Background: an optimization exercise with open tools, aiming at small area and a short achievable clock period. Do not read the settings as production practice. The RTL was checked by simulation tests, not by an equivalence proof against the original design. Power is estimated from default activity; no workload was simulated.

Setup of wip/raven:
## aoc_dial_top
module aoc_dial_top (
	output wire [15:0] result_part1,
	output wire [15:0] result_part2,
	input wire [7:0] character,
	input wire enable_character,
	input wire clk,
	input wire rst
);
	assignment6 m_dial (result_part1, result_part2, character, enable_character, clk, rst);
endmodule
export LEC_CHECK = 0
export ABC_AREA = 0
export CAP_MARGIN = 20
export CORE_MARGIN = 2
export CORE_UTILIZATION = 40
export SLEW_MARGIN = 20
create_clock -name core_clock -period 19.0 [get_ports {clk}]
standard.sh (not shown) runs the stock make flow with config.mk's settings and CLKGATE_MAP_FILE= SYNTH_SCRIPT=/design/flow/synth_recipe.tcl, a recipe that flattens the netlist after the stock synthesis.
==> flow/flow/run.sh <==
#!/bin/bash
# Standard layout, with plain buffers on the ports instead of the delay
# buffers buffer_ports picks by default, and a clock tree of small buffers
# without dummy loads.
set -e
export BUFFER_PORTS_ARGS="-buffer_cell sky130_fd_sc_hd__buf_1"
export CTS_ARGS="-sink_clustering_enable -repair_clock_nets -buf_list sky130_fd_sc_hd__clkbuf_8 -dont_use_dummy_load"
export SETUP_SLACK_MARGIN=13.4
bash standard.sh > standard.log 2>&1
The final layout from wip/raven, which completed every stage, passed the timing, DRC and antenna checks at the end of the flow.
Setup changes, wip/raven to wip/maple
- swapping 0 for 1 in ABC_AREA
diff --git a/flow/flow/run.sh b/flow/flow/run.sh
--- a/flow/flow/run.sh
+++ b/flow/flow/run.sh
@@ -6 +6 @@
-export BUFFER_PORTS_ARGS="-buffer_cell sky130_fd_sc_hd__buf_1"
+export BUFFER_PORTS_ARGS="-buffer_cell sky130_fd_sc_hd__buf_2"
@@ -8 +8 @@
-export SETUP_SLACK_MARGIN=13.4
+export SETUP_SLACK_MARGIN=13.7
==> comparison <==
Compared with wip/raven, wip/maple shows pre-CTS setup slack higher by 0.56 ns. Row multiplexer share of the synthesized area: wip/maple lower / wip/raven higher. Via total after detailed routing, wip/raven and wip/maple: larger value in wip/maple. [compare] base=wip/raven new=wip/maple: top fanout value on the critical path shows an increase of 2; synthesis-to-layout area growth shows a reduction of 1.1 points. Going from wip/raven to wip/maple, met3 wirelength from detailed routing fell about 36%; final non-filler cell total up 219; power per standard cell area has decreased; met1 capacity usage during global routing went down by 0.65 points; worst voltage drop across the vdd grid went up.
[inputs] wip/quartz vs wip/maple
==> flow/flow/run.sh <==
#!/bin/bash
# Standard layout, with plain buffers on the ports instead of the delay
# buffers buffer_ports picks by default, and a clock tree of small buffers
# without dummy loads.
set -e
export BUFFER_PORTS_ARGS="-buffer_cell sky130_fd_sc_hd__buf_1"
export CTS_ARGS="-sink_clustering_enable -repair_clock_nets -buf_list sky130_fd_sc_hd__clkbuf_4 -dont_use_dummy_load"
export SETUP_SLACK_MARGIN=13.4
bash standard.sh > standard.log 2>&1
Findings:
wip/quartz vs wip/maple: post-route clock period utilization up in wip/quartz
wip/quartz vs. wip/maple: design area has decreased, final cell count has decreased, average via count per standard cell has decreased.
Per the comparison of wip/quartz with wip/maple, sequential cell count of the final layout flat; share of power burned in the clock network shrank by 2.7 points.
[inputs] wip/onyx vs wip/quartz
==> flow/flow/run.sh <==
#!/bin/bash
# The standard flow's layout (standard.sh) with three changes to how it is made:
# - synthesis is the standard flow's script, with ABC mapping by flow/abc_area.script
#   (registers are untouched: they are mapped before ABC runs);
# - plain buffers on the ports instead of the delay buffers buffer_ports
#   picks by default;
# - a clock tree of clkbuf_8 without dummy loads.
set -e
W=$PWD
export BUFFER_PORTS_ARGS="-buffer_cell sky130_fd_sc_hd__buf_2"
export CTS_ARGS="-sink_clustering_enable -repair_clock_nets -buf_list sky130_fd_sc_hd__clkbuf_8 -dont_use_dummy_load"
{
	echo "proc abc {args} { set i [lsearch \$args -script]; if {\$i >= 0} { lset args [expr {\$i + 1}] $W/flow/abc_area.script }; yosys abc {*}\$args }"
	cat synth_recipe.tcl
} > flow_synth.tcl
sed "s#SYNTH_SCRIPT=[^ ]*#SYNTH_SCRIPT=$W/flow_synth.tcl#" standard.sh > standard_flow_synth.sh
bash standard_flow_synth.sh synth > synth.log 2>&1
export SETUP_SLACK_MARGIN=13.3
bash standard.sh > standard.log 2>&1
==> flow/flow/abc_area.script (new file) <==
strash
ifraig
scorr
dc2
strash
&get -n
&st
&dch -f
&nf -R 1000
&put
&get -n
&st
&dch -f
&nf -R 1000
&put
topo
stime -c
upsize -c
dnsize -c
[summary]
Result: PASS for each of wip/quartz and wip/onyx
Between wip/onyx and wip/quartz, it is wip/onyx whose total length of routed wires is lower, by about 9%.
[wip/onyx] combinational share of power fell 1.6 points relative to wip/quartz
Horizontal die dimension, wip/quartz and wip/onyx: smaller value in wip/onyx
Looking at overall power of the completed layout across both flows, wip/onyx is the weaker of the two, with wip/quartz ahead.
Sequential fraction of total cell area, wip/quartz and wip/onyx, higher one = wip/onyx.
For the synthesized area per cell, wip/onyx came in 1.7 um^2 higher than wip/quartz did.
In the reports for wip/quartz and wip/onyx, the larger area growth from synthesis to layout belongs to wip/onyx.

---

Setup of job 101:
aoc_dial_top again, from the RTL that the note above started with.
Design aoc_dial_top, start of the top module:
module aoc_dial_top (
	output wire [15:0] result_part1,
	output wire [15:0] result_part2,
	input wire [7:0] character,
	input wire enable_character,
	input wire clk,
	input wire rst
);
	assignment6 m_dial (result_part1, result_part2, character, enable_character, clk, rst);
endmodule
==> flow/config.mk <==
export PLATFORM = sky130hd
export DESIGN_NAME = aoc_dial_top
export DESIGN_NICKNAME = aoc_dial_top
export VERILOG_FILES = /design/flow/design.v
export SDC_FILE = /design/flow/constraint.sdc
export NUM_CORES = 4
export LEC_CHECK = 0
export ABC_AREA = 1
export CAP_MARGIN = 20
export CORE_MARGIN = 2
export CORE_UTILIZATION = 40
export SLEW_MARGIN = 20
==> flow/constraint.sdc <==
create_clock -name core_clock -period 19.0 [get_ports {clk}]
set_input_delay 3.8000 -clock core_clock [delete_from_list [all_inputs] [get_ports {clk}]]
set_output_delay 3.8000 -clock core_clock [all_outputs]
set_load 0.01 [all_outputs]
==> flow/flow/run.sh <==
#!/bin/bash
# Standard layout, with plain buffers on the ports instead of the delay
# buffers buffer_ports picks by default, and a clock tree of small buffers
# without dummy loads.
set -e
export BUFFER_PORTS_ARGS="-buffer_cell sky130_fd_sc_hd__buf_1"
export CTS_ARGS="-sink_clustering_enable -repair_clock_nets -buf_list sky130_fd_sc_hd__clkbuf_8 -dont_use_dummy_load"
export SETUP_SLACK_MARGIN=13.4
bash standard.sh > standard.log 2>&1
Inputs modified between job 101 and job 102:
--- a/flow/flow/run.sh
+++ b/flow/flow/run.sh
@@ -6,2 +6,2 @@
-export BUFFER_PORTS_ARGS="-buffer_cell sky130_fd_sc_hd__buf_1"
-export CTS_ARGS="-sink_clustering_enable -repair_clock_nets -buf_list sky130_fd_sc_hd__clkbuf_8 -dont_use_dummy_load"
+export BUFFER_PORTS_ARGS="-buffer_cell sky130_fd_sc_hd__buf_2"
+export CTS_ARGS="-sink_clustering_enable -repair_clock_nets -buf_list sky130_fd_sc_hd__clkbuf_4 -dont_use_dummy_load"
### Flow results
Number of signal-net buffers in the layout (job 102 vs. job 101) decreases slightly. Lower pre-CTS worst setup slack goes to job 102 over job 101. Status: share of the clock period used by the worst path parity (job 101, job 102).
--- input diff job 102..job 103 ---
--- a/flow/flow/run.sh
+++ b/flow/flow/run.sh
@@ -7,2 +7,2 @@
-export CTS_ARGS="-sink_clustering_enable -repair_clock_nets -buf_list sky130_fd_sc_hd__clkbuf_4 -dont_use_dummy_load"
-export SETUP_SLACK_MARGIN=13.4
+export CTS_ARGS="-sink_clustering_enable -repair_clock_nets -buf_list sky130_fd_sc_hd__clkbuf_8 -dont_use_dummy_load"
+export SETUP_SLACK_MARGIN=12.9
==> run notes <==
- Having completed the whole flow, job 103 delivered a layout that passed the timing, DRC and antenna checks.
- No stage failed in job 102, and the final checks on the layout all came back clean.
- The final reports for job 103 and job 102 show via density per instance higher in the former.
- Job 102 ended up with m_dial.q[7] as its last element of the critical path; job 103 ended up with m_dial.r1[1].
- [job 103] utilization fell 0.81 points relative to job 102
- Maximum VDD drop: job 103 < job 102
- The final period demand of the worst path of job 103 was inferior to that of job 102.
- Diff job 102 -> job 103 | detailed-routing wirelength on met1 | decrease of about 2.1%
- Relative contribution of the clock network to total power | job 103 above job 102
- Route | job 103 vs job 102 | wire shorter in job 103
Inputs modified between job 103 and job 104:
--- a/flow/flow/run.sh
+++ b/flow/flow/run.sh
@@ -6 +6 @@
-export BUFFER_PORTS_ARGS="-buffer_cell sky130_fd_sc_hd__buf_2"
+export BUFFER_PORTS_ARGS="-buffer_cell sky130_fd_sc_hd__buf_1"
@@ -8 +8 @@
-export SETUP_SLACK_MARGIN=12.9
+export SETUP_SLACK_MARGIN=13.5
## What came out
Job 104 completed every stage of the flow, and the final layout passed the timing, DRC and antenna checks.
Compared with job 103, job 104 improves maximum frequency.
Summary: worst path setup slack after routing, job 104 better than job 103
Taking job 103 as the reference, in job 104 total wire length after detailed routing picked up an extra 600 um; antenna diode count neither gained nor lost much; setup TNS after final layout neither gained nor lost much; global routing met1 resource utilization lost 0.91 points; initial antenna violation count neither gained nor lost much.
The final area in job 104 was higher than what job 103 gave.
Critical path depth: job 104 > job 103
Final hold slack delta (job 103 -> job 104): insignificant
As far as cell count after synthesis goes, job 103 and job 104 are indistinguishable; the numbers are identical.
## Diff of input files: job 105 against job 104
==> flow/flow/run.sh <==
#!/bin/bash
# The standard flow's layout (standard.sh) with three changes to how it is made:
# - synthesis is the standard flow's script, with ABC mapping by flow/abc_area.script
#   (registers are untouched: they are mapped before ABC runs);
# - plain buffers on the ports instead of the delay buffers buffer_ports
#   picks by default;
# - a clock tree of clkbuf_8 without dummy loads.
set -e
W=$PWD
export BUFFER_PORTS_ARGS="-buffer_cell sky130_fd_sc_hd__buf_2"
export CTS_ARGS="-sink_clustering_enable -repair_clock_nets -buf_list sky130_fd_sc_hd__clkbuf_8 -dont_use_dummy_load"
{
	echo "proc abc {args} { set i [lsearch \$args -script]; if {\$i >= 0} { lset args [expr {\$i + 1}] $W/flow/abc_area.script }; yosys abc {*}\$args }"
	cat synth_recipe.tcl
} > flow_synth.tcl
sed "s#SYNTH_SCRIPT=[^ ]*#SYNTH_SCRIPT=$W/flow_synth.tcl#" standard.sh > standard_flow_synth.sh
bash standard_flow_synth.sh synth > synth.log 2>&1
export SETUP_SLACK_MARGIN=13.3
bash standard.sh > standard.log 2>&1
==> flow/flow/abc_area.script (new file) <==
strash
ifraig
scorr
dc2
strash
&get -n
&st
&dch -f
&nf -R 1000
&put
topo
stime -c
upsize -c
dnsize -c
==> comparison <==
For job 105, the standard cell with the maximum stage delay on the critical path was edfxtp_1, unlike job 104, where it was fa_1.
Job 105 vs job 104: synthesized area per cell up in job 105
In the reports for job 104 and job 105, the smaller critical path's largest stage delay belongs to job 105.
The reported clock group power of job 105 was inferior to that of job 104.
After detailed routing, job 104 needs more wire than job 105.
Going from job 104 to job 105, share of the final layout cell area in multi-input gates shows an increase of 0.97 points, data arrival time of the critical path higher.

---

aoc_dial_top, a different RTL version from the one above (not shown whole).
Size in the first run: about 970 cells after synthesis, ~59 flip-flops, about 43 I/O pins, about 7000 um^2 of cells after synthesis.
Settings: LEC_CHECK=0, ABC_AREA=1, CAP_MARGIN=20, CORE_MARGIN=2, CORE_UTILIZATION=40, SLEW_MARGIN=20; clock period 19.0 ns.
==> flow/flow/run.sh <==
#!/bin/bash
# Standard layout, with plain buffers on the ports instead of the delay
# buffers buffer_ports picks by default, and a clock tree of small buffers
# without dummy loads.
set -e
export BUFFER_PORTS_ARGS="-buffer_cell sky130_fd_sc_hd__buf_2"
export CTS_ARGS="-sink_clustering_enable -repair_clock_nets -buf_list sky130_fd_sc_hd__clkbuf_8 -dont_use_dummy_load"
bash standard.sh > standard.log 2>&1
Then changed:
==> flow/flow/run.sh (replaced) <==
#!/bin/bash
# The standard flow's layout (standard.sh) with three changes to how it is made:
# - synthesis is the standard flow's script, with ABC mapping by flow/abc_area.script
#   (registers are untouched: they are mapped before ABC runs);
# - plain buffers on the ports instead of the delay buffers buffer_ports
#   picks by default;
# - a clock tree of clkbuf_8 without dummy loads.
set -e
W=$PWD
export BUFFER_PORTS_ARGS="-buffer_cell sky130_fd_sc_hd__buf_2"
export CTS_ARGS="-sink_clustering_enable -repair_clock_nets -buf_list sky130_fd_sc_hd__clkbuf_8 -dont_use_dummy_load"
{
	echo "proc abc {args} { set i [lsearch \$args -script]; if {\$i >= 0} { lset args [expr {\$i + 1}] $W/flow/abc_area.script }; yosys abc {*}\$args }"
	cat synth_recipe.tcl
} > flow_synth.tcl
sed "s#SYNTH_SCRIPT=[^ ]*#SYNTH_SCRIPT=$W/flow_synth.tcl#" standard.sh > standard_flow_synth.sh
bash standard_flow_synth.sh synth > synth.log 2>&1
export SETUP_SLACK_MARGIN=13.6
bash standard.sh > standard.log 2>&1
==> flow/flow/abc_area.script (new file) <==
strash
ifraig
scorr
dc2
strash
&get -n
&st
&dch -f
&nf -R 1000
&put
topo
stime -c
upsize -c
dnsize -c
Effect: Worst setup slack is better by 0.45 ns; synthesized area shrinks by about 9%; count of clock-buffer cells in the layout stays the same; total power grows by about 30%; sequential power increases by about 4%.
Then changed:
==> flow/flow/run.sh (replaced) <==
#!/bin/bash
# Standard layout, with plain buffers on the ports instead of the delay
# buffers buffer_ports picks by default, and a clock tree of small buffers
# without dummy loads.
set -e
export BUFFER_PORTS_ARGS="-buffer_cell sky130_fd_sc_hd__buf_2"
export CTS_ARGS="-sink_clustering_enable -repair_clock_nets -buf_list sky130_fd_sc_hd__clkbuf_8 -dont_use_dummy_load"
export SETUP_SLACK_MARGIN=13.5
bash standard.sh > standard.log 2>&1
removed: flow/flow/abc_area.script
=> Sequential power goes down by about 4%. Register-to-register slack improved by 0.24 ns. Hold slack got worse by 0.010 ns. Die area goes up by 9.7%. Fmax goes up by 1.0%. Wire length goes up by 5.8%.

---

== red ==
The RTL this note starts from:
==> flow/design.v <==
module assignment6 (
	output reg [15:0] result1,
	output reg [15:0] result2,
	input wire [7:0] character,
	input wire enable_character,
	input wire clk,
	input wire rst
);
	reg direction;           
	reg [9:0] q;
	reg [3:0] r1, r0;
	reg [3:0] d1, d0;
	function [3:0] nines(input [3:0] x);
		nines = {~(x[3] | x[2] | x[1]), x[2] ^ x[1], x[1], ~x[0]};
	endfunction
	function [3:0] tab10(input [3:0] x, input [39:0] t);
		integer i;
		begin
			tab10 = 4'd0;
			for (i = 0; i < 10; i = i + 1)
				tab10 = tab10 | ({4{x == i}} & t[4 * i +: 4]);
		end
	endfunction
	function [3:0] bcdsub(input [3:0] x, input [3:0] y);
		reg [4:0] t;
		begin
			t = {1'b0, x} - {1'b0, y};
			bcdsub = t[4] ? t[3:0] + 4'd10 : t[3:0];
		end
	endfunction
	function [4:0] bcdadd(input [3:0] x, input [3:0] y, input ci);
		reg [4:0] t;
		begin
			t = {1'b0, x} + {1'b0, y} + {4'd0, ci};
			bcdadd = t > 5'd9 ? {1'b1, t[3:0] + 4'd6} : t;
		end
	endfunction
	function [10:0] skadd10(input [9:0] a, input [9:0] b, input ci);
		reg [9:0] g, p, gg, pp;
		reg [10:0] c;
		integer i, l, j;
		begin
			g = a & b;
			p = a ^ b;
			gg = g;
			pp = p;
			for (l = 0; l < 4; l = l + 1)
				for (i = 0; i < 10; i = i + 1)
					if ((i >> l) & 1) begin
						j = ((i >> (l + 1)) << (l + 1)) + (1 << l) - 1;
						gg[i] = gg[i] | (pp[i] & gg[j]);
						pp[i] = pp[i] & pp[j];
					end
			c[0] = ci;
			for (i = 1; i <= 10; i = i + 1)
				c[i] = gg[i - 1] | (pp[i - 1] & ci);
			skadd10 = {c[10], p ^ c[9:0]};
		end
	endfunction
	wire is_digit = character[7:4] == 4'h3 && (!character[3] || character[2:1] == 2'b00);
	wire is_lr = character == "L" || character == "R";
	wire is_nl = character == 8'h0a;
	wire [3:0] dg = character[3:0];
	wire [3:0] rlo = r0;
	wire [7:0] r = {r1, r0};
	wire [10:0] gt;     
	wire [9:1] tie;     
	assign gt[0] = 1'b1;
	assign gt[1] = q > 10'd65  || (q == 10'd65  && r > 8'h53);
	assign gt[2] = q > 10'd131 || (q == 10'd131 && r > 8'h07);
	assign gt[3] = q > 10'd196 || (q == 10'd196 && r > 8'h60);
	assign gt[4] = q > 10'd262 || (q == 10'd262 && r > 8'h14);
	assign gt[5] = q > 10'd327 || (q == 10'd327 && r >= 8'h68);    
	assign gt[6] = q > 10'd393 || (q == 10'd393 && r > 8'h21);
	assign gt[7] = q > 10'd458 || (q == 10'd458 && r > 8'h75);
	assign gt[8] = q > 10'd524 || (q == 10'd524 && r > 8'h28);
	assign gt[9] = q > 10'd589 || (q == 10'd589 && r > 8'h82);
	assign gt[10] = 1'b0;
	assign tie[1] = q == 10'd65  && r == 8'h53;
	assign tie[2] = q == 10'd131 && r == 8'h07;
	assign tie[3] = q == 10'd196 && r == 8'h60;
	assign tie[4] = q == 10'd262 && r == 8'h14;
	assign tie[5] = 1'b0;
	assign tie[6] = q == 10'd393 && r == 8'h21;
	assign tie[7] = q == 10'd458 && r == 8'h75;
	assign tie[8] = q == 10'd524 && r == 8'h28;
	assign tie[9] = q == 10'd589 && r == 8'h82;
	wire [3:0] dj =
		({4{tie[1]}} & 4'd6) | ({4{tie[2]}} & 4'd2) | ({4{tie[3]}} & 4'd8) |
		({4{tie[4]}} & 4'd4) | ({4{tie[6]}} & 4'd6) | ({4{tie[7]}} & 4'd2) |
		({4{tie[8]}} & 4'd8) | ({4{tie[9]}} & 4'd4);
	wire e = (|tie) && dg >= dj;
	wire [3:0] nr0_j = dg - dj;
	wire [9:0] sel;
	genvar gi;
	generate
		for (gi = 0; gi <= 9; gi = gi + 1) begin : g_sel
			assign sel[gi] = gt[gi] && !gt[gi + 1];
		end
	endgenerate
	wire [9:0] nak =
		({10{sel[0]}} & ~10'd0)   | ({10{sel[1]}} & ~10'd655) | ({10{sel[2]}} & ~10'd286) |
		({10{sel[3]}} & ~10'd942) | ({10{sel[4]}} & ~10'd573) | ({10{sel[5]}} & ~10'd204) |
		({10{sel[6]}} & ~10'd860) | ({10{sel[7]}} & ~10'd491) | ({10{sel[8]}} & ~10'd122) |
		({10{sel[9]}} & ~10'd778);
	wire [3:0] bk1 =
		({4{sel[1]}} & 4'd3) | ({4{sel[2]}} & 4'd7) | ({4{sel[4]}} & 4'd4) |
		({4{sel[5]}} & 4'd8) | ({4{sel[6]}} & 4'd1) | ({4{sel[7]}} & 4'd5) |
		({4{sel[8]}} & 4'd8) | ({4{sel[9]}} & 4'd2);
	wire [3:0] bk0 =
		({4{sel[1]}} & 4'd6) | ({4{sel[2]}} & 4'd2) | ({4{sel[3]}} & 4'd8) |
		({4{sel[4]}} & 4'd4) | ({4{sel[6]}} & 4'd6) | ({4{sel[7]}} & 4'd2) |
		({4{sel[8]}} & 4'd8) | ({4{sel[9]}} & 4'd4);
	wire [9:0] y0m1 = {q[6:0], 3'b000} + {q[8:0], 1'b0} + {6'd0, r1} + nak;
	wire [9:0] y0 = y0m1 + 10'd1;
	wire b0k = dg < bk0;
	wire borrow_k = rlo < bk1 || (rlo == bk1 && b0k);
	wire [9:0] nq_k = borrow_k ? y0m1 : y0;
	wire [3:0] nr0_k = bcdsub(dg, bk0);
	wire [3:0] nr1_k = b0k ? bcdsub(rlo, bk1 + 4'd1) : bcdsub(rlo, bk1);
	wire [9:0] n_q = e ? 10'd0 : nq_k;
	wire [3:0] n_r1 = e ? 4'd0 : nr1_k;
	wire [3:0] n_r0 = e ? nr0_j : nr0_k;
	wire r_gt68 = r > 8'h68;
	wire r_gt36 = r > 8'h36;
	wire ge = gt[5];                                   
	wire flip = q > 10'd327 || (q == 10'd327 && r_gt68);    
	wire nz = q != 10'd0 || r != 8'h00;
	wire neg = direction ? ge : (nz && !flip);
	wire [3:0] f0 = tab10(r0, {4'd7, 4'd8, 4'd9, 4'd0, 4'd1, 4'd2, 4'd3, 4'd4, 4'd5, 4'd6});
	wire r0_gt6 = r0 > 4'd6;
	wire [3:0] f1 = r0_gt6 ? tab10(r1, {4'd3, 4'd4, 4'd5, 4'd6, 4'd7, 4'd8, 4'd9, 4'd0, 4'd1, 4'd2})
	                       : tab10(r1, {4'd4, 4'd5, 4'd6, 4'd7, 4'd8, 4'd9, 4'd0, 4'd1, 4'd2, 4'd3});
	wire [3:0] rm1 = flip ? f1 : r1;
	wire [3:0] rm0 = flip ? f0 : r0;
	wire d_nz = d0 != 4'd0 || d1 != 4'd0;
	wire d0_nz = d0 != 4'd0;
	wire [3:0] md0 = d0_nz ? 4'd10 - d0 : 4'd0;
	wire [3:0] md1 = d0_nz ? nines(d1) : (d1 != 4'd0 ? 4'd10 - d1 : 4'd0);
	wire [3:0] v1 = neg ? d1 : md1;
	wire [3:0] v0 = neg ? d0 : md0;
	wire rm_ge_v = rm1 > v1 || (rm1 == v1 && rm0 >= v0);
	wire nd_zero = rm1 == v1 && rm0 == v0;
	wire hit = d_nz && rm_ge_v;
	wire [3:0] o1 = neg ? nines(rm1) : rm1;
	wire [3:0] o0 = neg ? nines(rm0) : rm0;
	wire [4:0] u0 = bcdadd(d0, o0, neg);
	wire [4:0] u1 = bcdadd(d1, o1, u0[4]);
	wire turn = enable_character && is_nl;
	wire [9:0] xa = result2[9:0];
	wire [9:0] xb = q ^ {10{flip}};
	wire [9:0] xc = {10{flip}} & 10'd655;
	wire [9:0] cs_s = xa ^ xb ^ xc;
	wire [10:0] cs_c = {(xa & xb) | (xa & xc) | (xb & xc), flip && !r_gt36};
	wire [10:0] lo = skadd10(cs_s, cs_c[9:0], hit);
	wire up = lo[10] ^ cs_c[10] ^ flip;
	wire [5:0] hi_inc = result2[15:10] + 6'd1;
	wire [15:0] res2_next = {up ? hi_inc : result2[15:10], lo[9:0]};
	wire [15:0] res1_next = result1 + 16'd1;
	wire ld_a = rst || (enable_character && !is_lr);
	wire clr_a = rst || !is_digit;
	wire ld_t = rst || turn;
	wire ld_1 = rst || (turn && nd_zero);
	always @(posedge clk) begin
		if (enable_character && is_lr)
			direction <= character[4];    
		if (ld_a) begin
			q <= clr_a ? 10'd0 : n_q;
			r1 <= clr_a ? 4'd0 : n_r1;
			r0 <= clr_a ? 4'd0 : n_r0;
		end
		if (ld_t) begin
			d1 <= rst ? 4'd5 : u1[3:0];
			d0 <= rst ? 4'd0 : u0[3:0];
			result2 <= rst ? 16'd0 : res2_next;
		end
		if (ld_1)
			result1 <= rst ? 16'd0 : res1_next;
	end
endmodule
module aoc_dial_top (
	output wire [15:0] result_part1,
	output wire [15:0] result_part2,
	input wire [7:0] character,
	input wire enable_character,
	input wire clk,
	input wire rst
);
	assignment6 m_dial (result_part1, result_part2, character, enable_character, clk, rst);
endmodule
clock: 19.0 ns
lec_check: 0
abc_area: 1
cap_margin: 20
core_margin: 2
core_utilization: 40
slew_margin: 20
==> flow/flow/run.sh <==
#!/bin/bash
# The standard flow's layout (standard.sh) with three changes to how it is made:
# - synthesis is the standard flow's script, with ABC mapping by flow/abc_area.script
#   (registers are untouched: they are mapped before ABC runs);
# - plain buffers on the ports instead of the delay buffers buffer_ports
#   picks by default;
# - a clock tree of clkbuf_8 without dummy loads.
set -e
W=$PWD
export BUFFER_PORTS_ARGS="-buffer_cell sky130_fd_sc_hd__buf_2"
export CTS_ARGS="-sink_clustering_enable -repair_clock_nets -buf_list sky130_fd_sc_hd__clkbuf_8 -dont_use_dummy_load"
{
	echo "proc abc {args} { set i [lsearch \$args -script]; if {\$i >= 0} { lset args [expr {\$i + 1}] $W/flow/abc_area.script }; yosys abc {*}\$args }"
	cat synth_recipe.tcl
} > flow_synth.tcl
sed "s#SYNTH_SCRIPT=[^ ]*#SYNTH_SCRIPT=$W/flow_synth.tcl#" standard.sh > standard_flow_synth.sh
bash standard_flow_synth.sh synth > synth.log 2>&1
bash standard.sh > standard.log 2>&1
==> flow/flow/abc_area.script <==
strash
ifraig
scorr
dc2
strash
&get -n
&st
&dch -f
&nf -R 1000
&put
topo
stime -c
upsize -c
dnsize -c
For blue, these inputs were changed with respect to red:
==> flow/flow/run.sh <==
#!/bin/bash
# Standard layout, with plain buffers on the ports instead of the delay
# buffers buffer_ports picks by default.
set -e
export BUFFER_PORTS_ARGS="-buffer_cell sky130_fd_sc_hd__buf_2"
bash standard.sh > standard.log 2>&1
--- a/flow/config.mk
+++ b/flow/config.mk
@@ -11,2 +11,3 @@
 export CORE_UTILIZATION = 40
+export CTS_BUF_LIST = sky130_fd_sc_hd__clkbuf_4
 export SLEW_MARGIN = 20
removed: flow/flow/abc_area.script
--- outcome ---
blue did not stop at any stage, and its layout met the timing, DRC and antenna checks. In blue, path length in cells of the critical path is higher than in red. Going from red to blue, layout clock buffer count climbed 2, final non-filler cell total increased by 235 relative to the old numbers, worst setup margin went up by 0.60 ns, post-detailed-routing wire length rose about 17%, number of antenna violations at the first check in global routing up 1. When blue is set beside red, its placed instance area turns out to be about 8% larger.

what the ideal ports hide:
How much do the figures lean on ideal ports? The routed layouts below were timed once more, with nothing changed but the port constraints. Step 1: set_driving_cell puts a clkbuf_16 on clk and a buf_2 on each other input, an assumption about the parent block. Step 2 also shifts input and output timing later by t, the mid clock arrival at the registers, as if the neighbouring blocks saw the same clock. a / b / c = no drivers / after step 1 / after step 2; a / b = the first two.
| run | t, ns | setup WS [ns] | pins driven straight from the clock port |
|---|---|---|---|
| wip/raven | 0.401 | 13.330 / 13.330 / 13.114 | 1 |
| wip/maple | 0.381 | 13.790 / 13.793 / 13.412 | 1 |
| wip/quartz | 0.423 | 13.526 / 13.540 / 13.117 | 1 |
| wip/onyx | 0.395 | 12.960 / 12.960 / 12.937 | 1 |
| job 101 | 0.368 | 13.610 / 13.624 / 13.256 | 1 |
| job 102 | 0.441 | 13.638 / 13.656 / 13.215 | 1 |
| job 103 | 0.365 | 13.120 / 13.136 / 12.770 | 1 |
| job 104 | 0.383 | 13.635 / 13.651 / 13.268 | 1 |
| job 105 | 0.402 | 12.948 / 12.948 / 12.948 | 1 |
| the first run of note 3 | 0.368 | 12.783 / 12.796 / 12.428 | 1 |
| the second run of note 3 | 0.386 | 13.238 / 13.212 / 12.826 | 1 |
| the third run of note 3 | 0.391 | 13.298 / 13.279 / 12.888 | 1 |
| red | 0.385 | 12.273 / 12.273 / 12.039 | 1 |
| blue | 0.460 | 12.873 / 12.873 / 12.433 | 1 |
After both steps every run listed still meets setup and hold. For blue, which loses most, drivers alone change the setup slack by 0.000 ns; drivers and shift together by -0.440 ns.
